Source: an optimization exercise on an open RTL-to-GDS flow (aim: a short achievable clock period and few clock cycles). Production flows keep margins and buffers that such runs may drop. At most, simulation tests tie the RTL to the original design; equivalence was not proved. The RTL of runs 1, 2 and 4 was laid out without a check of its function. Power is estimated from default activity; no workload was simulated.

===== flow/run.sh =====
#!/bin/bash
# synth_recipe.tcl (not shown) runs the flow's synth.tcl, then flattens the netlist and writes it again
# the make line also repeats each setting of config.mk as NAME=value (left out here)
make -C /OpenROAD-flow-scripts/flow DESIGN_CONFIG=/design/flow/config.mk WORK_HOME=/design/flow/orfs CLKGATE_MAP_FILE= SYNTH_SCRIPT=/design/flow/synth_recipe.tcl finish

===== flow/config.mk =====
export PLATFORM = sky130hd
export DESIGN_NAME = mips_pipeline
export DESIGN_NICKNAME = mips_pipeline
export VERILOG_FILES = /design/flow/design.v
export SDC_FILE = /design/flow/constraint.sdc
export NUM_CORES = 4
export LEC_CHECK = 0
export CAP_MARGIN = 20
export CORE_MARGIN = 2
export CORE_UTILIZATION = 40
export PLACE_DENSITY = 0.6
export SLEW_MARGIN = 20

===== flow/constraint.sdc =====
create_clock -name core_clock -period 15.0 [get_ports {clk}]
set_input_delay 3.0000 -clock core_clock [delete_from_list [all_inputs] [get_ports {clk}]]
set_output_delay 3.0000 -clock core_clock [all_outputs]
set_load 0.01 [all_outputs]

===== flow/design.v =====
module Divider(clk, rst, start, a, b, busy, hi, lo);
    parameter STEPS = 2;
    localparam N = 16 / STEPS;
    input clk, rst, start;
    input [31:0] a, b;
    output reg busy;
    output [31:0] hi, lo;
    reg [31:0] R, Q, D;
    reg [33:0] D3;
    reg [4:0]  cnt;
    reg [31:0] r, q;
    reg [33:0] x;
    reg [34:0] s1, s2, s3;
    integer i;
    always @(*) begin
        r = R;
        q = Q;
        for (i = 0; i < STEPS; i = i + 1) begin
            x  = {r, q[31:30]};
            s1 = {1'b0, x} - {3'b0, D};
            s2 = {1'b0, x} - {2'b0, D, 1'b0};
            s3 = {1'b0, x} - {1'b0, D3};
            if (!s3[34])      begin r = s3[31:0]; q = {q[29:0], 2'd3}; end
            else if (!s2[34]) begin r = s2[31:0]; q = {q[29:0], 2'd2}; end
            else if (!s1[34]) begin r = s1[31:0]; q = {q[29:0], 2'd1}; end
            else              begin r = x[31:0];  q = {q[29:0], 2'd0}; end
        end
    end
    always @(posedge clk) begin
        if (rst)
            busy <= 1'b0;
        else if (start)
            busy <= 1'b1;
        else if (busy && cnt == 5'd1)
            busy <= 1'b0;
        if (start) begin
            R   <= 32'd0;
            Q   <= a;
            D   <= b;
            D3  <= {2'b0, b} + {1'b0, b, 1'b0};
            cnt <= N;
        end
        else if (busy) begin
            R   <= r;
            Q   <= q;
            cnt <= cnt - 5'd1;
        end
    end
    assign hi = R;
    assign lo = Q;
endmodule
module mips_pipeline(clk, rst, imem_addr, imem_rdata, dmem_addr, dmem_wdata, dmem_we, dmem_rdata);
    input clk, rst;
    output [31:0] imem_addr;
    input  [31:0] imem_rdata;
    output [31:0] dmem_addr, dmem_wdata;
    output dmem_we;
    input  [31:0] dmem_rdata;
    reg  [31:2] pc;
    reg         id_valid;
    reg  [31:0] id_instr;
    reg  [31:2] id_pc4;
    reg         ex_we, ex_lw, ex_sw, ex_beq, ex_bne, ex_pred, ex_divu;
    reg  [4:0]  ex_dst;
    reg  [31:0] ex_a, ex_b, ex_t;
    reg         ex_fa_mem, ex_fa_wb, ex_fb_mem, ex_fb_wb, ex_ft_mem, ex_ft_wb;
    reg         ex_op_add, ex_op_sub, ex_op_and, ex_op_or, ex_op_slt, ex_op_sll;
    reg  [31:2] ex_alt;
    reg         mem_we, mem_lw, mem_sw;
    reg  [4:0]  mem_dst;
    reg  [31:0] mem_res, mem_st;
    reg         wb_we;
    reg  [4:0]  wb_dst;
    reg  [31:0] wb_val;
    reg  [31:0] rf [1:31];
    wire [31:2] pc4 = pc + 30'd1;
    assign imem_addr = {pc, 2'b00};
    wire [5:0]  op  = id_instr[31:26];
    wire [4:0]  rs  = id_instr[25:21];
    wire [4:0]  rt  = id_instr[20:16];
    wire [4:0]  rd  = id_instr[15:11];
    wire [5:0]  fn  = id_instr[5:0];
    wire [31:0] simm = {{16{id_instr[15]}}, id_instr[15:0]};
    wire is_r   = (op == 6'd0);
    wire r_sll  = is_r & (fn == 6'd0);
    wire r_mfhi = is_r & (fn == 6'd10);
    wire r_mflo = is_r & (fn == 6'd12);
    wire r_divu = is_r & (fn == 6'd27);
    wire r_add  = is_r & (fn == 6'd32);
    wire r_sub  = is_r & (fn == 6'd34);
    wire r_and  = is_r & (fn == 6'd36);
    wire r_or   = is_r & (fn == 6'd37);
    wire r_slt  = is_r & (fn == 6'd42);
    wire i_j    = (op == 6'd2);
    wire i_beq  = (op == 6'd4);
    wire i_bne  = (op == 6'd5);
    wire i_ori  = (op == 6'd13);
    wire i_lw   = (op == 6'd35);
    wire i_sw   = (op == 6'd43);
    wire r_alu   = r_sll | r_add | r_sub | r_and | r_or | r_slt;
    wire wr_rd   = r_alu | r_mfhi | r_mflo;
    wire wr_rt   = i_ori | i_lw;
    wire [4:0] dst = wr_rd ? rd : rt;
    wire id_we   = id_valid & (wr_rd | wr_rt) & (dst != 5'd0);
    wire use_rs  = r_alu | r_divu | i_ori | i_lw | i_sw | i_beq | i_bne;
    wire use_rt  = r_alu | r_divu | i_sw | i_beq | i_bne;
    wire use_imm = i_ori | i_lw | i_sw;
    wire is_br   = i_beq | i_bne;
    wire pred    = is_br & id_instr[15];             
    wire [31:0] rf_rs = (rs == 5'd0) ? 32'd0 : (wb_we && wb_dst == rs) ? wb_val : rf[rs];
    wire [31:0] rf_rt = (rt == 5'd0) ? 32'd0 : (wb_we && wb_dst == rt) ? wb_val : rf[rt];
    wire fa_mem = use_rs & ex_we  & (ex_dst  == rs);
    wire fa_wb  = use_rs & mem_we & (mem_dst == rs) & ~fa_mem;
    wire ft_mem = use_rt & ex_we  & (ex_dst  == rt);
    wire ft_wb  = use_rt & mem_we & (mem_dst == rt) & ~ft_mem;
    wire        div_busy;
    wire [31:0] hi, lo;
    wire load_use = ex_lw & ((use_rs & ex_dst == rs) | (use_rt & ex_dst == rt));
    wire div_wait = (r_mfhi | r_mflo) & (div_busy | ex_divu);
    wire stall    = id_valid & (load_use | div_wait);
    wire [31:2] br_target = id_pc4 + simm[29:0];
    wire [31:2] id_target = i_j ? {id_pc4[31:28], id_instr[25:0]} : br_target;
    wire id_redirect = id_valid & (i_j | pred);
    wire [31:0] a = ex_fa_mem ? mem_res : ex_fa_wb ? wb_val : ex_a;
    wire [31:0] b = ex_fb_mem ? mem_res : ex_fb_wb ? wb_val : ex_b;
    wire [31:0] t = ex_ft_mem ? mem_res : ex_ft_wb ? wb_val : ex_t;
    wire [31:0] sum  = a + b;
    wire [31:0] diff = a - b;
    wire [31:0] shl  = a << b[4:0];
    wire [31:0] res  = ({32{ex_op_add}} & sum)
                     | ({32{ex_op_sub}} & diff)
                     | ({32{ex_op_and}} & (a & b))
                     | ({32{ex_op_or}}  & (a | b))
                     | ({32{ex_op_sll}} & shl)
                     | {31'd0, ex_op_slt & diff[31]};
    wire eq = (a == t);
    wire mispredict = ((ex_beq & eq) | (ex_bne & ~eq)) ^ ex_pred & (ex_beq | ex_bne);
    Divider divider(.clk(clk), .rst(rst), .start(ex_divu), .a(a), .b(t),
                    .busy(div_busy), .hi(hi), .lo(lo));
    assign dmem_addr  = mem_res;
    assign dmem_wdata = mem_st;
    assign dmem_we    = mem_sw;
    always @(posedge clk) begin
        if (rst)
            pc <= 30'd0;
        else if (mispredict)
            pc <= ex_alt;
        else if (stall)
            pc <= pc;
        else if (id_redirect)
            pc <= id_target;
        else
            pc <= pc4;
        if (rst || mispredict || (id_redirect && !stall))
            id_valid <= 1'b0;
        else if (!stall) begin
            id_valid <= 1'b1;
            id_instr <= imem_rdata;
            id_pc4   <= pc4;
        end
        if (rst || mispredict || stall || !id_valid) begin
            ex_we <= 1'b0; ex_lw <= 1'b0; ex_sw <= 1'b0;
            ex_beq <= 1'b0; ex_bne <= 1'b0; ex_divu <= 1'b0;
        end
        else begin
            ex_we <= id_we; ex_lw <= i_lw; ex_sw <= i_sw;
            ex_beq <= i_beq; ex_bne <= i_bne; ex_divu <= r_divu;
        end
        ex_pred   <= pred;
        ex_dst    <= dst;
        ex_a      <= r_mfhi ? hi : r_mflo ? lo : rf_rs;
        ex_b      <= use_imm ? simm : rf_rt;
        ex_t      <= rf_rt;
        ex_fa_mem <= fa_mem;
        ex_fa_wb  <= fa_wb;
        ex_fb_mem <= ft_mem & ~use_imm;
        ex_fb_wb  <= ft_wb & ~use_imm;
        ex_ft_mem <= ft_mem;
        ex_ft_wb  <= ft_wb;
        ex_op_add <= r_add | i_lw | i_sw;
        ex_op_sub <= r_sub;
        ex_op_and <= r_and;
        ex_op_or  <= r_or | i_ori | r_mfhi | r_mflo;
        ex_op_slt <= r_slt;
        ex_op_sll <= r_sll;
        ex_alt    <= pred ? id_pc4 : br_target;
        if (rst) begin
            mem_we <= 1'b0; mem_lw <= 1'b0; mem_sw <= 1'b0;
        end
        else begin
            mem_we <= ex_we; mem_lw <= ex_lw; mem_sw <= ex_sw;
        end
        mem_dst <= ex_dst;
        mem_res <= res;
        mem_st  <= t;
        if (rst)
            wb_we <= 1'b0;
        else
            wb_we <= mem_we;
        wb_dst <= mem_dst;
        wb_val <= mem_lw ? dmem_rdata : mem_res;
        if (wb_we)
            rf[wb_dst] <= wb_val;
    end
endmodule

==> flow_summary.toml, run 1 <==
[status]
outcome = "timing/DRC/antenna clean"

[pwr]
powerDensity_nw_per_um2 = 129
switchingPower_mw = 3.97
power_frac_comb_pct = 25.2
p_leak_nw = 34.1
irDropWorstVdd_v = 0.000133
clockPowerShare_pct = 33.7
power_mw = 12.3
p_seq_share_pct = 41.1
switching_share_pct = 32.2
p_int_mw = 8.35

[hold_path]
whs_endpoint = "mem_dst[1]$_DFF_P_"
hp-start = "ex_dst[1]$_DFF_P_"
hold_class = "reg -> reg"
holdPathStages = 0

[clocking]
cts_resized = 0
cts_hold_buf = 0
clk_latency_ns = 0.84
cts_sinks = 1490
clkTransAtPathRegs_ns = 0.06
htree_num_levels = 4
cts_buffer_depth = 3
cts_buffers = 166
post-cts-setup-buffers = 0
root_buffer = "clkbuf_16"
tritoncts = "built"

[setup_path]
max_stage_delay_ns = 1.11
path_max_fanout = 29
reg2reg_slack_ns = 6.15
critPathCaptureType = "flop"
reg2reg_depth = 26
cp-start-kind = "flop"
cp_data_required_time_ns = 15.69
cp.arrival_ns = 9.54
criticalPathCategory = "reg -> reg"
r2r-start = "divider.Q[30]$_DFFE_PN_"
cp_slowest_cell = "nor2_2"
r2r_end = "divider.R[21]$_SDFFE_PP0P_"
crit_top_cell = "o21ai_0"

[final_layout]
syn_to_final_growth_pct = 12.6
final_nets = 7384
drive_gt1_share_pct = 17.1

[timing]
fin_crit_sh_pct = 59.0
tightestPinTransition_ns = 1.21
finalMaxSlewViolations = 0
fin_crit_ns = 8.85
hold_viol = 0
max_freq_mhz = 113
relSlewSlack_pct = 19.0
setup_viol = 0
skew_ns = 0.0607
rsz0062_at_grt = "false"
setup_tns_ns = 0
finalWorstSetupSlack_ns = 6.15

[floorplan]
initial_utilization_pct = 40.2
coreArea_sq_um = 212000
num_io_pins = 163
dieWidth_um = 465
dieArea_sq_um = 216000
die_h_um = 465
rows = 169

[yosys]
synthArstFlopShare_pct = 0
yosys-top-cells-area = "edfxtp_1 (41%), mux4_2 (15%), dfxtp_1 (8.0%)"
yosysTopAreaCell = "edfxtp_1"
ys.flop_type = "edfxtp_1"
synth_top_area_share_pct = 40.6
syn_area_per_cell_sq_um = 12.4
synth_edf_count = 1151
syn_inst = 6864
synth.distinct_cells = 94
yosysSeqAreaShare_pct = 48.6
synth_seq_cells = 1490
synth_area_sq_um = 85100
ys_warn_count = 2

[global_route]
grt_max_degree = 150
grt_pass1_vias = 59900
grt_util_all_layers_pct = 27.1
grt_pass1_wl_um = 429000
grt_antenna_before_repair = 17
overflow = 0

[detailed_routing]
final_antenna_net_count = 0
vias = 62100
vias_per_cell = 6.25
drt_pass1_iterations = 6
drtIter0Drc = 8018
wire_per_inst_um = 30.2
wl_um = 300000
drc = 0

[placed_design]
numPortBuffers = 160
hpwl_um = 199000
finalWeightedCongestion = 0.985
place_ws_ns = 6.40

[flow_run]
max_cap_violations = 0
==> worst max-delay path, delay by kind of cell, from the launching register on <==
kind	cells	cell delay, ns
fa+ha+maj	3	0.89
buf+inv	1	0.09
flops	1	0.45
compound gates	16	4.30
simple gates	5	2.75
mux	1	0.20
==> worst max path at each step <==
| stage | from | end | cells past startpoint |
|---|---|---|---|
| 2_1_floorplan | divider.D3[0]$_DFFE_PP_ | divider.R[29]$_SDFFE_PP0P_ | 27 |
| 3_3_place_gp | divider.Q[30]$_DFFE_PN_ | divider.R[21]$_SDFFE_PP0P_ | 26 |
| 3_5_place_dp | divider.Q[30]$_DFFE_PN_ | divider.R[21]$_SDFFE_PP0P_ | 26 |
| 4_1_cts | divider.Q[30]$_DFFE_PN_ | divider.R[21]$_SDFFE_PP0P_ | 26 |
| 5_1_grt | divider.Q[30]$_DFFE_PN_ | divider.R[21]$_SDFFE_PP0P_ | 26 |
| 6_report | divider.Q[30]$_DFFE_PN_ | divider.R[21]$_SDFFE_PP0P_ | 26 |
==> registers in the layout, summed over array words and instances (netlist names), 31 cells and up, named ones only <==
signal and flops:
ex_t 32, mem_res 32, divider.Q 32, id_instr 32, ex_a 32, ex_b 32
mem_st 32, divider.D3 34, divider.R 32, wb_val 32, divider.D 31, rf 992
==> routing by layer <==
layer / wire, um / vias to the layer above / global-route usage [%]
met1: 122000 / 31500 / 37.5
met3: 29500 / 540 / 5.43
met2: 134000 / 3230 / 41.4
met5: 55 / - / 0
met4: 13700 / 8 / 11.7
li1: - / 26800 / -
==> power by group through the flow <==
stage,logic (mW),registers [mW],clock network (mW)
after global placement,3.00,5.13,0
final,3.10,5.06,4.15
after global routing,3.30,5.07,4.36
after CTS,3.04,5.05,4.20
after detailed placement,3.03,5.14,0
after floorplan,1.79,5.17,0
==> cells in the final DEF (no fill, tap or decap), types with 21 or more instances in the layout <==
master	netlist	layout
clkinv_2	0	30
a31oi_1	30	30
and3_1	42	40
a211oi_1	129	129
clkbuf_16	0	170
nand2b_1	50	50
nor3_1	71	71
buf_4	6	164
a221oi_1	30	30
edfxtp_1	1151	1151
o211ai_1	74	74
clkbuf_1	284	34
nand2_1	532	530
inv_1	236	235
o21a_1	105	105
clkinv_1	3	34
o31ai_1	21	21
xnor2_1	191	191
a21o_1	141	141
dfxtp_1	339	318
nor2_4	0	33
o21ai_1	23	28
xor2_1	112	112
ha_1	355	355
nand3_1	108	107
o21ai_0	348	335
mux4_2	559	559
nand4_1	35	35
mux2_2	111	111
o21bai_1	48	48
mux2i_1	278	277
a22oi_1	40	40
clkdlybuf4s50_1	0	159
a21oi_1	458	456
nor2b_1	55	54
nor2_1	444	409
==> kinds of logic (layout without fill, tap and decap cells) <==
group / after synthesis / in the layout / share of synthesized area [%]
flops: 1490 / 1490 / 48.6
other cells: 1 / 10 / 0.00441
buf+inv: 646 / 874 / 2.93
compound gates: 1670 / 1670 / 12.8
mux: 955 / 955 / 19.6
xor+xnor: 303 / 303 / 3.12
fa+ha+maj: 365 / 365 / 5.46
simple gates: 1434 / 1434 / 7.50
==> per-stage QoR <==
step / area, sq um / hold slack, ns / util, % / cells
6_report: 95800 / 0.391 / 45.3 / 9922
3_3_place_gp: 90300 / 0.391 / 42.7 / 9605
3_5_place_dp: 90300 / 0.383 / 42.7 / 9606
5_1_grt: 95800 / 0.407 / 45.3 / 9920
2_1_floorplan: 85100 / 0.373 / - / 6865
4_1_cts: 95800 / 0.390 / 45.3 / 9914
==> synth_stat cells, types with 42 or more instances <==
master,instances
o211ai_1,74
o21a_1,105
inv_1,236
mux4_2,559
edfxtp_1,1151
a211oi_1,129
clkbuf_1,284
nand2_1,532
xnor2_1,191
ha_1,355
dfxtp_1,339
nor2b_1,55
a21oi_1,458
nand2b_1,50
xor2_1,112
nand3_1,108
and3_1,42
a21o_1,141
nor3_1,71
o21bai_1,48
o21ai_0,348
buf_1,99
nor2_1,444
mux2_2,111
mux2i_1,278
==> area by class of cell <==
| cell class | instances | area (sq um) |
|---|---|---|
| flip-flops and latches | 1490 | 41400 |
| fillers | 19000 | 116000 |
| inverters | 239 | 898 |
| well taps | 2821 | 3530 |
| multi-input cells | 4729 | 41600 |
| repair buffers | 327 | 2890 |
| diodes | 8 | 20.0 |
| clock buffers | 207 | 4420 |
| clock inverters | 101 | 1060 |
==> run 2: changes to the inputs <==
--- a/flow/design.v
+++ b/flow/design.v
@@ -60,6 +60,11 @@
     reg         id_valid;
     reg  [31:0] id_instr;
     reg  [31:2] id_pc4;
+    reg         id_bp;           
+    reg  [3:0]  btb_v;
+    reg  [31:2] btb_tag [0:3];
+    reg  [31:2] btb_tgt [0:3];
+    reg  [1:0]  btb_ptr;
     reg         ex_we, ex_lw, ex_sw, ex_beq, ex_bne, ex_pred, ex_divu;
     reg  [4:0]  ex_dst;
     reg  [31:0] ex_a, ex_b, ex_t;
@@ -75,6 +80,17 @@
     reg  [31:0] rf [1:31];
     wire [31:2] pc4 = pc + 30'd1;
     assign imem_addr = {pc, 2'b00};
+    reg  [3:0]  btb_hit_i;
+    reg  [31:2] btb_pc;
+    integer k;
+    always @(*) begin
+        btb_pc = 30'd0;
+        for (k = 0; k < 4; k = k + 1) begin
+            btb_hit_i[k] = btb_v[k] & (btb_tag[k] == pc);
+            btb_pc = btb_pc | ({30{btb_hit_i[k]}} & btb_tgt[k]);
+        end
+    end
+    wire btb_hit = |btb_hit_i;
     wire [5:0]  op  = id_instr[31:26];
     wire [4:0]  rs  = id_instr[25:21];
     wire [4:0]  rt  = id_instr[20:16];
@@ -120,7 +136,9 @@
     wire stall    = id_valid & (load_use | div_wait);
     wire [31:2] br_target = id_pc4 + simm[29:0];
     wire [31:2] id_target = i_j ? {id_pc4[31:28], id_instr[25:0]} : br_target;
-    wire id_redirect = id_valid & (i_j | pred);
+    wire id_taken    = i_j | pred;
+    wire id_redirect = id_valid & (id_taken ^ id_bp);
+    wire [31:2] id_next = id_bp ? id_pc4 : id_target;
     wire [31:0] a = ex_fa_mem ? mem_res : ex_fa_wb ? wb_val : ex_a;
     wire [31:0] b = ex_fb_mem ? mem_res : ex_fb_wb ? wb_val : ex_b;
     wire [31:0] t = ex_ft_mem ? mem_res : ex_ft_wb ? wb_val : ex_t;
@@ -148,15 +166,28 @@
         else if (stall)
             pc <= pc;
         else if (id_redirect)
-            pc <= id_target;
+            pc <= id_next;
+        else if (btb_hit)
+            pc <= btb_pc;
         else
             pc <= pc4;
+        if (rst) begin
+            btb_v   <= 4'd0;
+            btb_ptr <= 2'd0;
+        end
+        else if (id_redirect && id_taken && !stall && !mispredict) begin
+            btb_v[btb_ptr]   <= 1'b1;
+            btb_tag[btb_ptr] <= id_pc4 - 30'd1;
+            btb_tgt[btb_ptr] <= id_target;
+            btb_ptr          <= btb_ptr + 2'd1;
+        end
         if (rst || mispredict || (id_redirect && !stall))
             id_valid <= 1'b0;
         else if (!stall) begin
             id_valid <= 1'b1;
             id_instr <= imem_rdata;
             id_pc4   <= pc4;
+            id_bp    <= btb_hit;
         end
         if (rst || mispredict || stall || !id_valid) begin
             ex_we <= 1'b0; ex_lw <= 1'b0; ex_sw <= 1'b0;
==> flow/flow/run.sh (new file) <==
#!/bin/bash
set -euo pipefail
bash standard.sh SETUP_SLACK_MARGIN=${FLOW_SETUP_MARGIN:-11} finish > standard_flow.log 2>&1
==> flow/standard.sh (new file) <==
#!/bin/bash
# synth_recipe.tcl (not shown) runs the flow's synth.tcl, then flattens the netlist and writes it again
# the make line also repeats each setting of config.mk as NAME=value (left out here)
make -C /OpenROAD-flow-scripts/flow DESIGN_CONFIG=/design/flow/config.mk WORK_HOME=/design/flow/orfs CLKGATE_MAP_FILE= SYNTH_SCRIPT=/design/flow/synth_recipe.tcl "${@:-finish}"
--- a/flow/config.mk
+++ b/flow/config.mk
@@ -5,6 +5,7 @@
 export SDC_FILE = /design/flow/constraint.sdc
 export NUM_CORES = 4
 export LEC_CHECK = 0
+export ABC_CLOCK_PERIOD_IN_PS = 4000
 export CAP_MARGIN = 20
 export CORE_MARGIN = 2
 export CORE_UTILIZATION = 40
removed: flow/run.sh
==> run 2 against run 1 <==
Effect of this change:
- total power increased by 20%
- critical path type unchanged
- highest routed layer unchanged
- still clean
- sequential share of layout area down 1.8 points
- worst hold slack gained 0.0080 ns
- cell count up 18%
==> flow_summary.toml, run 2 <==
[final_layout]
drive_gt1_share_pct = 28.5
final_nets = 8753
largest_register = "rf"
final_common_cell = "edfxtp_1"
utilization_pct = 49.3
largest_register_ffs = 992
syn_to_final_growth_pct = 22.6
final_cell_area_sq_um = 119000
fill_cells = 20700
largestRegisters = "rf: 992 flops, btb_tag: 120 flops, btb_tgt: 120 flops"
final_cell_mix = "edfxtp_1 (1392), mux4_2 (549), nand2_1 (525), nor2_1 (491), buf_4 (431)"

[setup_path]
criticalPathCategory = "reg -> reg"
critPathTopFamily = "compound AO/OA/AOI/OAI gates"
r2r_end = "divider.R[25]$_SDFFE_PP0P_"
cp-start-kind = "flop"
critPathCaptureType = "flop"
r2r-start = "divider.Q[31]$_DFFE_PN_"
crit_top_cell = "a21oi_4"
cp_data_required_time_ns = 15.75
path_max_fanout = 6
cp.arrival_ns = 7.16
reg2reg_depth = 30
path_buf_inv = 6
cp_slowest_cell = "edfxtp_1"
reg2reg_slack_ns = 8.59
max_stage_delay_ns = 0.47

[yosys]
synth.most_common_cell = "edfxtp_1"
synth_area_sq_um = 96600
synthAdderAreaFrac_pct = 4.87
ys.flop_type = "edfxtp_1"
synth_edf_count = 1392
synthMuxAreaShare_pct = 17.2
synthArstFlopShare_pct = 0
yosysSeqAreaShare_pct = 50.4
synth_top_area_share_pct = 43.3
yosysTopAreaCell = "edfxtp_1"
synth-xor-area-share_pct = 3.91
synth_seq_cells = 1737
yosys-top-cells-area = "edfxtp_1 (43%), mux4_2 (13%), dfxtp_1 (7.1%)"
ys_warn_count = 2
syn_area_per_cell_sq_um = 12.5
synth.distinct_cells = 115
synth_compound_area_share_pct = 12.4
synth_top_family_by_area = "multiplexers"
syn_inst = 7758
synthTopCellsByCount = "edfxtp_1 (1392), mux4_2 (549), nor2_1 (541)"
synthSimpleGateAreaFrac_pct = 8.12

[timing]
hold_viol = 0
skew_ns = 0.105
fin_crit_ns = 6.41
finalWorstSetupSlack_ns = 8.59
setup_tns_ns = 0
tightestPinTransition_ns = 1.15
fin_crit_sh_pct = 42.7
whs_ns = 0.399
finalMaxSlewViolations = 0
relSlewSlack_pct = 23.3
max_freq_mhz = 156
setup_viol = 0
rsz0062_at_grt = "true"

[global_route]
overflow = 0
grt_pass1_wl_um = 533000
grt_max_degree = 136
grt_util_all_layers_pct = 30.4
grt_pass1_vias = 71000
grt_antenna_before_repair = 24

[flow_run]
max_cap_violations = 0

[detailed_routing]
final_antenna_net_count = 0
wire_per_inst_um = 32.8
drt_pass1_iterations = 6
vias = 74000
drtIter0Drc = 9789
wl_um = 383000
vias_per_cell = 6.34
drc = 0

[placed_design]
numPortBuffers = 160
finalWeightedCongestion = 0.968
place_area_sq_um = 103000
hpwl_um = 241000
place_ws_ns = 6.83

[hold_path]
holdPathStages = 0
hp-start = "mem_dst[3]$_DFF_P_"
hold_class = "reg -> reg"
whs_endpoint = "wb_dst[3]$_DFF_P_"

[clocking]
cts_hold_buf = 0
cts_buffer_depth = 3
cts_buffers = 189
root_buffer = "clkbuf_16"
htree_num_levels = 4
cts_sinks = 1737
clk_latency_ns = 0.92
tritoncts = "built"
clkTransAtPathRegs_ns = 0.06

[floorplan]
num_io_pins = 163
initial_utilization_pct = 40.2
dieWidth_um = 496
rows = 180
die_h_um = 496
dieArea_sq_um = 246000
coreArea_sq_um = 240000

[status]
outcome = "timing/DRC/antenna clean"

[pwr]
powerDensity_nw_per_um2 = 125
irDropWorstVdd_v = 0.000109
p_leak_nw = 42.5
-- run 2: changes by cell type in the layout (fill, tap and decap cells not counted), moves of 43 or more --
cell             previous run  this run
a21oi_1                   456       403
buf_6                       0       152
xnor2_1                   191       286
buf_4                     164       431
a211oi_1                  129       173
nor2_1                    409       491
dfxtp_1                   318       216
ha_1                      355       297
clkdlybuf4s50_1           159        64
o21ai_0                   335       238
buf_12                      3        88
ha_4                        0        43
edfxtp_1                 1151      1392
dfxtp_4                    11        94
-- run 2: metal layers --
| layer | part of all wire, % | routed length [um] | up-vias | GRT usage (%) |
|---|---|---|---|---|
| met2 | 45 | 174000 | 4300 | 47.5 |
| met3 | 9.7 | 37100 | 990 | 5.93 |
| met5 | 0.020 | 75 | - | 0 |
| met4 | 6.7 | 25600 | 12 | 16.9 |
| met1 | 38 | 146000 | 37500 | 39.7 |
| li1 | - | - | 31200 | - |
-- run 2: cell families (layout without fill, tap and decap cells) --
group | count (synthesis) | in the layout
xor+xnor | 431 | 431
compound gates | 1808 | 1808
simple gates | 1697 | 1714
buf+inv | 754 | 1462
flops | 1737 | 1737
other cells | 1 | 15
mux | 960 | 960
fa+ha+maj | 370 | 370
-- run 2: worst register-to-register path: cells and delay by family, from the launching register on --
| family | cells | cell delay, ns |
|---|---|---|
| and+or+nand+nor | 4 | 0.45 |
| buffers and inverters | 6 | 0.83 |
| AOI/OAI and AO/OA | 16 | 3.68 |
| xor gates and xnor gates | 1 | 0.13 |
| adders and majority gates | 3 | 0.77 |
| DFF | 1 | 0.47 |
-- run 2: timing repair --
action                                   CTS  global route
endpoints found under the setup margin   672           526
gates cloned                              38            10
pin swaps                                157           168
setup buffers                            295           132
resized for setup                       1206           277
-- run 2: final cells by class --
type	count	area, sq um	share of cell area (%)
Multi-Input combinational cell	5285	48900	41.2
Timing Repair Buffer	813	8840	7.46
Sequential cell	1737	49100	41.4
Inverter	289	1140	0.961
Tap cell	3185	3990	3.36
Timing Repair inverter	2	10.0	0.00845
Clock buffer	228	5070	4.28
Antenna cell	13	32.5	0.0275
Clock inverter	130	1450	1.22
-- run 2: metrics by stage --
stage / power [mW] / instances
2_1_floorplan: 7.79 / 7759
3_3_place_gp: 9.04 / 10800
3_5_place_dp: 9.06 / 10800
4_1_cts: 14.4 / 11500
5_1_grt: 15.2 / 11700
6_report: 14.8 / 11700
-- run 2: worst max-delay path by stage --
stage | slack, ns | depth (start not counted) | from | end
after floorplan | 9.52 | 26 | divider.D[1]$_DFFE_PP_ | divider.R[2]$_SDFFE_PP0P_
after global placement | 6.89 | 24 | divider.Q[31]$_DFFE_PN_ | divider.R[14]$_SDFFE_PP0P_
after detailed placement | 6.83 | 22 | divider.R[0]$_SDFFE_PP0P_ | divider.R[14]$_SDFFE_PP0P_
after CTS | 8.84 | 27 | divider.D3[0]$_DFFE_PP_ | divider.R[14]$_SDFFE_PP0P_
after global routing | 8.51 | 31 | divider.Q[31]$_DFFE_PN_ | divider.R[5]$_SDFFE_PP0P_
final | 8.59 | 30 | divider.Q[31]$_DFFE_PN_ | divider.R[25]$_SDFFE_PP0P_
-- run 2: report_power, final --
part           internal (mW)  switching (mW)
Clock                   2.74            2.13
Combinational           1.62            2.36
Sequential              5.64           0.268
==> run 3: changes to the inputs <==
--- a/flow/design.v
+++ b/flow/design.v
@@ -1,5 +1,5 @@
 module Divider(clk, rst, start, a, b, busy, hi, lo);
-    parameter STEPS = 2;
+    parameter STEPS = 1;
     localparam N = 16 / STEPS;
     input clk, rst, start;
     input [31:0] a, b;
==> run 3 against run 2 <==
Effect of this change:
- global-route usage decreased by 2.9 points
- wire length decreased by 13%
- still clean on timing, DRC and antenna
- cell area decreased by 7.5%
- sequential share of layout area increased by 3.4 points
- via count decreased by 11%
- non-clock buffer count decreased by 172
- largest power group unchanged
==> flow_summary.toml, run 3 <==
[floorplan]
die_h_um = 483
num_io_pins = 163
dieArea_sq_um = 233000
rows = 175
coreArea_sq_um = 228000
initial_utilization_pct = 40.3
dieWidth_um = 483

[yosys]
synth_seq_cells = 1737
ys.flop_type = "edfxtp_1"
yosysTopAreaCell = "edfxtp_1"
synth.most_common_cell = "edfxtp_1"
synthAdderAreaFrac_pct = 3.74
synthMuxAreaShare_pct = 18.1
synth_top_family_by_area = "multiplexers"
ys_warn_count = 2
synth_edf_count = 1392
synthSimpleGateAreaFrac_pct = 7.63
yosysSeqAreaShare_pct = 53.1
synth_area_sq_um = 91700
synth_top_area_share_pct = 45.6
yosys-top-cells-area = "edfxtp_1 (46%), mux4_2 (14%), dfxtp_1 (7.5%)"
synthArstFlopShare_pct = 0
syn_area_per_cell_sq_um = 13.2
synth.distinct_cells = 115
synth-xor-area-share_pct = 3.76
synthTopCellsByCount = "edfxtp_1 (1392), mux4_2 (558), nand2_1 (515)"
syn_inst = 6963
synth_compound_area_share_pct = 10.5

[global_route]
overflow = 0
grt_pass1_wl_um = 461000
grt_antenna_before_repair = 10
grt_util_all_layers_pct = 27.5
grt_pass1_vias = 63100
grt_max_degree = 126

[setup_path]
critPathCaptureType = "primary output"
path_max_fanout = 5
critPathTopFamily = "flip-flops"
cp_slowest_cell = "dfxtp_2"
criticalPathCategory = "reg -> out"
r2r_end = "mem_res[31]$_DFF_P_"
cp.arrival_ns = 1.42
reg2reg_depth = 15
cp-start-kind = "flop"
max_stage_delay_ns = 0.32
path_cells = "buf_8 > buf_6"
path_buf_inv = 2
cp_data_required_time_ns = 12.00
reg2reg_slack_ns = 10.91
r2r-start = "ex_fb_wb$_DFF_P_"

[clocking]
tritoncts = "built"
htree_num_levels = 4
cts_buffers = 184
clkTransAtPathRegs_ns = 0.06
root_buffer = "clkbuf_16"
cts_sinks = 1737
clk_latency_ns = 0.87
cts_hold_buf = 0
cts_buffer_depth = 3

[pwr]
irDropWorstVdd_v = 0.0000898
powerDensity_nw_per_um2 = 133
p_leak_nw = 38.2
power_mw = 14.6

[final_layout]
utilization_pct = 48.1
final_cell_area_sq_um = 110000
drive_gt1_share_pct = 27.4
largest_register = "rf"
final_cell_mix = "edfxtp_1 (1392), mux4_2 (558), nand2_1 (515), nor2_1 (381), a21oi_1 (366)"
final_nets = 7705
stdcell_count = 10500
final_common_cell = "edfxtp_1"
largest_register_ffs = 992
largestRegisters = "rf: 992 flops, btb_tag: 120 flops, btb_tgt: 120 flops"
syn_to_final_growth_pct = 19.6

[placed_design]
hpwl_um = 204000
place_ws_ns = 9.33
place_area_sq_um = 96700
numPortBuffers = 160
post-place-cells = 9838
finalWeightedCongestion = 0.952

[hold_path]
whs_endpoint = "wb_dst[3]$_DFF_P_"
hp-start = "mem_dst[3]$_DFF_P_"
hold_class = "reg -> reg"
holdPathStages = 0

[detailed_routing]
wire_per_inst_um = 31.5
drtIter0Drc = 8412
drc = 0
final_antenna_net_count = 0
vias_per_cell = 6.24
wl_um = 332000
drt_pass1_iterations = 9
vias = 65800

[flow_run]
max_cap_violations = 0

[timing]
hold_viol = 0
setup_viol = 0
fin_crit_ns = 4.42
setup_tns_ns = 0
finalWorstSetupSlack_ns = 10.58
rsz0062_at_grt = "true"
fin_crit_sh_pct = 29.5
skew_ns = 0.0768
tightestPinTransition_ns = 1.17
max_freq_mhz = 226
relSlewSlack_pct = 21.3
whs_ns = 0.391
finalMaxSlewViolations = 0

[status]
outcome = "timing/DRC/antenna clean"
run 3: layer usage:
| layer | routed length [um] | vias to the layer above | track usage (%) |
|---|---|---|---|
| li1 | - | 27900 | - |
| met1 | 130000 | 33500 | 36.9 |
| met4 | 17200 | 2 | 12.3 |
| met5 | 20 | - | 0 |
| met3 | 30400 | 713 | 4.58 |
| met2 | 154000 | 3673 | 43.8 |
run 3: power breakdown:
| part | switching [mW] | total (mW) | internal, mW | leakage [nW] |
|---|---|---|---|---|
| registers | 0.285 | 5.81 | 5.53 | 15.7 |
| logic | 2.34 | 4.06 | 1.71 | 19.5 |
| clock network | 2.02 | 4.70 | 2.68 | 3.00 |
run 3: how the worst max path moves through the flow:
stage                       start                  endpoint  slack [ns]  cells past startpoint
6_report       pc[6]$_SDFFE_PP0P_              imem_addr[6]       10.58                      2
5_1_grt        pc[6]$_SDFFE_PP0P_              imem_addr[6]       10.55                      2
4_1_cts        pc[6]$_SDFFE_PP0P_              imem_addr[6]       10.52                      2
3_5_place_dp   wb_val[27]$_DFF_P_  btb_tag[0][28]$_DFFE_PP_        9.33                     11
3_3_place_gp   wb_val[10]$_DFF_P_  btb_tag[3][28]$_DFFE_PP_        9.22                     11
2_1_floorplan                 rst                      flop       10.84                      5
run 3: repair_timing:
item | CTS | global route
buffers inserted | 176 | 124
resized for setup | 982 | 267
pin swaps | 59 | 101
cloned | 29 | 24
endpoints found under the setup margin | 611 | 497
run 3: area by class of cell:
class	count	area, sq um
fillers	19600	118000
flip-flops and latches	1737	49100
multi-input cells	4556	42400
repair buffers	641	7040
clock buffers	213	4780
well taps	3009	3760
clock inverters	127	1440
inverters	248	962
diodes	4	10.0
repair inverters	1	7.51
run 3: cell families (layout without fill, tap and decap cells):
kind of cell	after synthesis	count (layout)
other	1	6
AOI/OAI and AO/OA	1450	1450
DFF	1737	1737
and+or+nand+nor	1479	1498
xor gates and xnor gates	393	393
adders and majority gates	270	270
buffers and inverters	690	1230
muxes	943	943
Testbench counts of run 3, summed over its fixed seeds: cycles 134,033.
==> run 4: changes to the inputs <==
--- a/flow/design.v
+++ b/flow/design.v
@@ -60,11 +60,7 @@
     reg         id_valid;
     reg  [31:0] id_instr;
     reg  [31:2] id_pc4;
-    reg         id_bp;           
-    reg  [3:0]  btb_v;
-    reg  [31:2] btb_tag [0:3];
-    reg  [31:2] btb_tgt [0:3];
-    reg  [1:0]  btb_ptr;
+    reg         id_pred;         
     reg         ex_we, ex_lw, ex_sw, ex_beq, ex_bne, ex_pred, ex_divu;
     reg  [4:0]  ex_dst;
     reg  [31:0] ex_a, ex_b, ex_t;
@@ -80,17 +76,11 @@
     reg  [31:0] rf [1:31];
     wire [31:2] pc4 = pc + 30'd1;
     assign imem_addr = {pc, 2'b00};
-    reg  [3:0]  btb_hit_i;
-    reg  [31:2] btb_pc;
-    integer k;
-    always @(*) begin
-        btb_pc = 30'd0;
-        for (k = 0; k < 4; k = k + 1) begin
-            btb_hit_i[k] = btb_v[k] & (btb_tag[k] == pc);
-            btb_pc = btb_pc | ({30{btb_hit_i[k]}} & btb_tgt[k]);
-        end
-    end
-    wire btb_hit = |btb_hit_i;
+    wire [5:0]  f_op    = imem_rdata[31:26];
+    wire        f_j     = (f_op == 6'd2);
+    wire        f_pred  = ((f_op == 6'd4) | (f_op == 6'd5)) & imem_rdata[15];
+    wire [31:2] f_btgt  = pc4 + {{14{imem_rdata[15]}}, imem_rdata[15:0]};
+    wire [31:2] f_next  = f_j ? {pc4[31:28], imem_rdata[25:0]} : f_pred ? f_btgt : pc4;
     wire [5:0]  op  = id_instr[31:26];
     wire [4:0]  rs  = id_instr[25:21];
     wire [4:0]  rt  = id_instr[20:16];
@@ -122,7 +112,7 @@
     wire use_rt  = r_alu | r_divu | i_sw | i_beq | i_bne;
     wire use_imm = i_ori | i_lw | i_sw;
     wire is_br   = i_beq | i_bne;
-    wire pred    = is_br & id_instr[15];             
+    wire pred    = id_pred;
     wire [31:0] rf_rs = (rs == 5'd0) ? 32'd0 : (wb_we && wb_dst == rs) ? wb_val : rf[rs];
     wire [31:0] rf_rt = (rt == 5'd0) ? 32'd0 : (wb_we && wb_dst == rt) ? wb_val : rf[rt];
     wire fa_mem = use_rs & ex_we  & (ex_dst  == rs);
@@ -135,10 +125,6 @@
     wire div_wait = (r_mfhi | r_mflo) & (div_busy | ex_divu);
     wire stall    = id_valid & (load_use | div_wait);
     wire [31:2] br_target = id_pc4 + simm[29:0];
-    wire [31:2] id_target = i_j ? {id_pc4[31:28], id_instr[25:0]} : br_target;
-    wire id_taken    = i_j | pred;
-    wire id_redirect = id_valid & (id_taken ^ id_bp);
-    wire [31:2] id_next = id_bp ? id_pc4 : id_target;
     wire [31:0] a = ex_fa_mem ? mem_res : ex_fa_wb ? wb_val : ex_a;
     wire [31:0] b = ex_fb_mem ? mem_res : ex_fb_wb ? wb_val : ex_b;
     wire [31:0] t = ex_ft_mem ? mem_res : ex_ft_wb ? wb_val : ex_t;
@@ -165,29 +151,15 @@
             pc <= ex_alt;
         else if (stall)
             pc <= pc;
-        else if (id_redirect)
-            pc <= id_next;
-        else if (btb_hit)
-            pc <= btb_pc;
         else
-            pc <= pc4;
-        if (rst) begin
-            btb_v   <= 4'd0;
-            btb_ptr <= 2'd0;
-        end
-        else if (id_redirect && id_taken && !stall && !mispredict) begin
-            btb_v[btb_ptr]   <= 1'b1;
-            btb_tag[btb_ptr] <= id_pc4 - 30'd1;
-            btb_tgt[btb_ptr] <= id_target;
-            btb_ptr          <= btb_ptr + 2'd1;
-        end
-        if (rst || mispredict || (id_redirect && !stall))
+            pc <= f_next;
+        if (rst || mispredict)
             id_valid <= 1'b0;
         else if (!stall) begin
             id_valid <= 1'b1;
             id_instr <= imem_rdata;
             id_pc4   <= pc4;
-            id_bp    <= btb_hit;
+            id_pred  <= f_pred;
         end
         if (rst || mispredict || stall || !id_valid) begin
             ex_we <= 1'b0; ex_lw <= 1'b0; ex_sw <= 1'b0;
--- a/flow/config.mk
+++ b/flow/config.mk
@@ -8,6 +8,8 @@
 export ABC_CLOCK_PERIOD_IN_PS = 4000
 export CAP_MARGIN = 20
 export CORE_MARGIN = 2
-export CORE_UTILIZATION = 40
-export PLACE_DENSITY = 0.6
+export CORE_UTILIZATION = 65
+export CTS_CLUSTER_DIAMETER = 80
+export CTS_CLUSTER_SIZE = 30
+export PLACE_DENSITY = 0.75
 export SLEW_MARGIN = 20
==> run 4 against run 3 <==
Effect of this change:
- still clean
- sequential cell count down 246
- sequential share of layout area up 0.31 points
- non-clock buffer count down 106
- synthesized cell count down 8.9%
- fmax down 13%
- register-to-register slack worse by 0.39 ns
- sequential power down 14%
- critical path type is now in -> reg
- highest routed layer unchanged
==> flow_summary.toml, run 4 <==
[detailed_routing]
final_antenna_net_count = 0
wl_um = 288000
drc = 0
vias_per_cell = 7.41
vias = 61400
drtIter0Drc = 8990
drt_pass1_iterations = 6
wire_per_inst_um = 34.7

[final_layout]
largest_register_ffs = 992
drive_gt1_share_pct = 26.0
syn_to_final_growth_pct = 13.4
utilization_pct = 74.0
stdcell_count = 8279
fill_cells = 7970
final_cell_area_sq_um = 92500
largest_register = "rf"
final_common_cell = "edfxtp_1"
largestRegisters = "rf: 992 flops, divider.D3: 34 flops"
final_nets = 6937
final_cell_mix = "edfxtp_1 (1152), mux4_2 (546), nand2_1 (417), nor2_1 (386), a21oi_1 (321)"

[yosys]
synth_edf_count = 1152
syn_inst = 6345
yosysTopAreaCell = "edfxtp_1"
synthArstFlopShare_pct = 0
synth_top_area_share_pct = 42.4
ys.flop_type = "edfxtp_1"
synthTopCellsByCount = "edfxtp_1 (1152), mux4_2 (546), nor2_1 (426)"
yosys-top-cells-area = "edfxtp_1 (42%), mux4_2 (15%), dfxtp_1 (8.3%)"
synth_area_sq_um = 81600
synth.distinct_cells = 102
syn_area_per_cell_sq_um = 12.9
ys_warn_count = 2
synth.most_common_cell = "edfxtp_1"
synth_seq_cells = 1491
yosysSeqAreaShare_pct = 50.7

[timing]
setup_tns_ns = 0
rsz0062_at_grt = "true"
finalWorstSetupSlack_ns = 9.93
max_freq_mhz = 197
relSlewSlack_pct = 18.6
hold_viol = 0
whs_ns = 0.405
finalMaxSlewViolations = 0
tightestPinTransition_ns = 1.21
fin_crit_ns = 5.07
fin_crit_sh_pct = 33.8
setup_viol = 0
skew_ns = 0.0860

[pwr]
power_mw = 10.2
powerDensity_nw_per_um2 = 110
irDropWorstVdd_v = 0.0000952
p_leak_nw = 33.4

[setup_path]
cp-start-kind = "primary input"
cp.arrival_ns = 5.67
max_stage_delay_ns = 0.40
criticalPathCategory = "in -> reg"
reg2reg_slack_ns = 10.52
path_cells = "buf_8 > ha_4 > fa_2 > a211oi_4 > o21ai_2 > nand4bb_1 > a21oi_2 > a211o_1 > a31oi_4 > a21oi_2 > or4_1 > a32o_1"
r2r-start = "pc[2]$_SDFFE_PP0P_"
path_max_fanout = 3
r2r_end = "pc[31]$_SDFFE_PP0P_"
crit_top_cell = "a21oi_2"
reg2reg_depth = 15
cp_data_required_time_ns = 15.60
cp_slowest_cell = "or4_1"
critPathCaptureType = "flop"

[floorplan]
coreArea_sq_um = 125000
die_h_um = 358
initial_utilization_pct = 65.2
rows = 130
num_io_pins = 163
dieWidth_um = 358
dieArea_sq_um = 128000

[clocking]
cts_buffers = 76
cts_sinks = 1491
clk_latency_ns = 0.76
cts_buffer_depth = 3
root_buffer = "clkbuf_16"
htree_num_levels = 3
clkTransAtPathRegs_ns = 0.11
tritoncts = "built"

[placed_design]
place_ws_ns = 8.55
numPortBuffers = 160
place_area_sq_um = 85400
finalWeightedCongestion = 1.03
hpwl_um = 178000
post-place-cells = 7906

[hold_path]
hold_class = "reg -> reg"
whs_endpoint = "wb_dst[2]$_DFF_P_"
hp-start = "mem_dst[2]$_DFF_P_"
holdPathStages = 0

[global_route]
grt_antenna_before_repair = 9
grt_pass1_vias = 59000
grt_pass1_wl_um = 405000
grt_max_degree = 117
overflow = 0
grt_util_all_layers_pct = 44.1

[status]
outcome = "timing/DRC/antenna clean"

[flow_run]
max_cap_violations = 0
## run 4: report_power, final
group	internal, mW	switching [mW]	total, mW
clock	1.01	1.48	2.49
combinational	1.12	1.60	2.72
sequential	4.73	0.241	4.97
## run 4: cell type report
class	count	area [sq um]	share of cell area [%]
Clock inverter	42	528	0.571
Tap cell	1650	2060	2.23
Clock buffer	82	1920	2.08
Antenna cell	7	17.5	0.0189
Multi-Input combinational cell	4217	39800	43.0
Sequential cell	1491	41800	45.2
Timing Repair Buffer	535	5370	5.81
Timing Repair inverter	3	31.3	0.0338
Inverter	252	1010	1.09
## run 4: routing by layer
metal  GRT usage (%)  up-vias  wire length [um]
met3            10.1     1155             34300
met5               0        -                86
met4            32.0       12             25400
met2            67.9     4819            131000
met1            55.1    30300             96500
li1                -    25100                 -
## run 4: kinds of logic after synthesis
group | Yosys count | share of synthesized area [%]
compound gates | 1460 | 11.7
xor+xnor | 237 | 2.54
fa+ha+maj | 295 | 4.60
buf+inv | 638 | 3.08
flops | 1491 | 50.7
mux | 956 | 20.3
other cells | 1 | 0.00460
simple gates | 1267 | 7.06
## run 4: how the worst max path moves through the flow
stage	slack [ns]	from	end
3_3_place_gp	8.60	imem_rdata[15]	pc[30]$_SDFFE_PP0P_
6_report	9.93	imem_rdata[0]	pc[30]$_SDFFE_PP0P_
2_1_floorplan	9.65	imem_rdata[0]	pc[30]$_SDFFE_PP0P_
4_1_cts	10.03	imem_rdata[0]	pc[30]$_SDFFE_PP0P_
3_5_place_dp	8.55	imem_rdata[0]	pc[30]$_SDFFE_PP0P_
5_1_grt	9.85	imem_rdata[0]	pc[30]$_SDFFE_PP0P_
## run 4: repair_timing
item / 4_1_cts / 5_1_grt
buffers inserted: 138 / 87
hold endpoints to repair: 0 / 0
gates cloned: 13 / 4
setup endpoints to repair: 347 / 269
gates resized for setup: 973 / 221
pin swaps: 81 / 119
hold buffers: 0 / 0
## run 4: worst max-delay path: cells and delay by family
family	cells	cell delay [ns]
and+or+nand+nor	2	0.61
adders and majority gates	2	0.54
buffers and inverters	1	0.11
AOI/OAI and AO/OA	7	1.39

afterwards: timing with drivers on the ports:
No port has a modelled driver above. Below, the same layouts with a new extraction and two added sets of constraints. Step 1 (the two cells are an assumption about what drives the block):
set clk [get_ports {clk}]
set_driving_cell -lib_cell sky130_fd_sc_hd__clkbuf_16 $clk
set_driving_cell -lib_cell sky130_fd_sc_hd__buf_2 [delete_from_list [all_inputs] $clk]
Step 2 also shifts input and output timing later by t, the mid clock arrival at the registers, as if the neighbouring blocks saw the same clock. Slacks: no drivers / after step 1 / after step 2; pairs: no drivers / after step 1.
run | shift t [ns] | slack for setup (ns) | latest minus earliest clock arrival (ns) | slew at the worst register clock pin (ns) | worst data-port slew with drivers (ns)
run 1 | 0.909 | 6.154 / 6.154 / 6.154 | 0.065 / 0.064 | 0.07 / 0.07 | 0.09
run 2 | 0.961 | 8.588 / 8.588 / 8.588 | 0.106 / 0.106 | 0.07 / 0.07 | 0.05
run 3 | 0.919 | 10.581 / 10.494 / 10.175 | 0.094 / 0.094 | 0.07 / 0.07 | 0.14
run 4 | 0.800 | 9.927 / 9.972 / 9.172 | 0.088 / 0.088 | 0.12 / 0.12 | 0.08
After both steps every run listed still meets setup and hold. The setup slack of run 4, which loses most, moves by +0.045 ns with the drivers and by -0.755 ns with both steps.
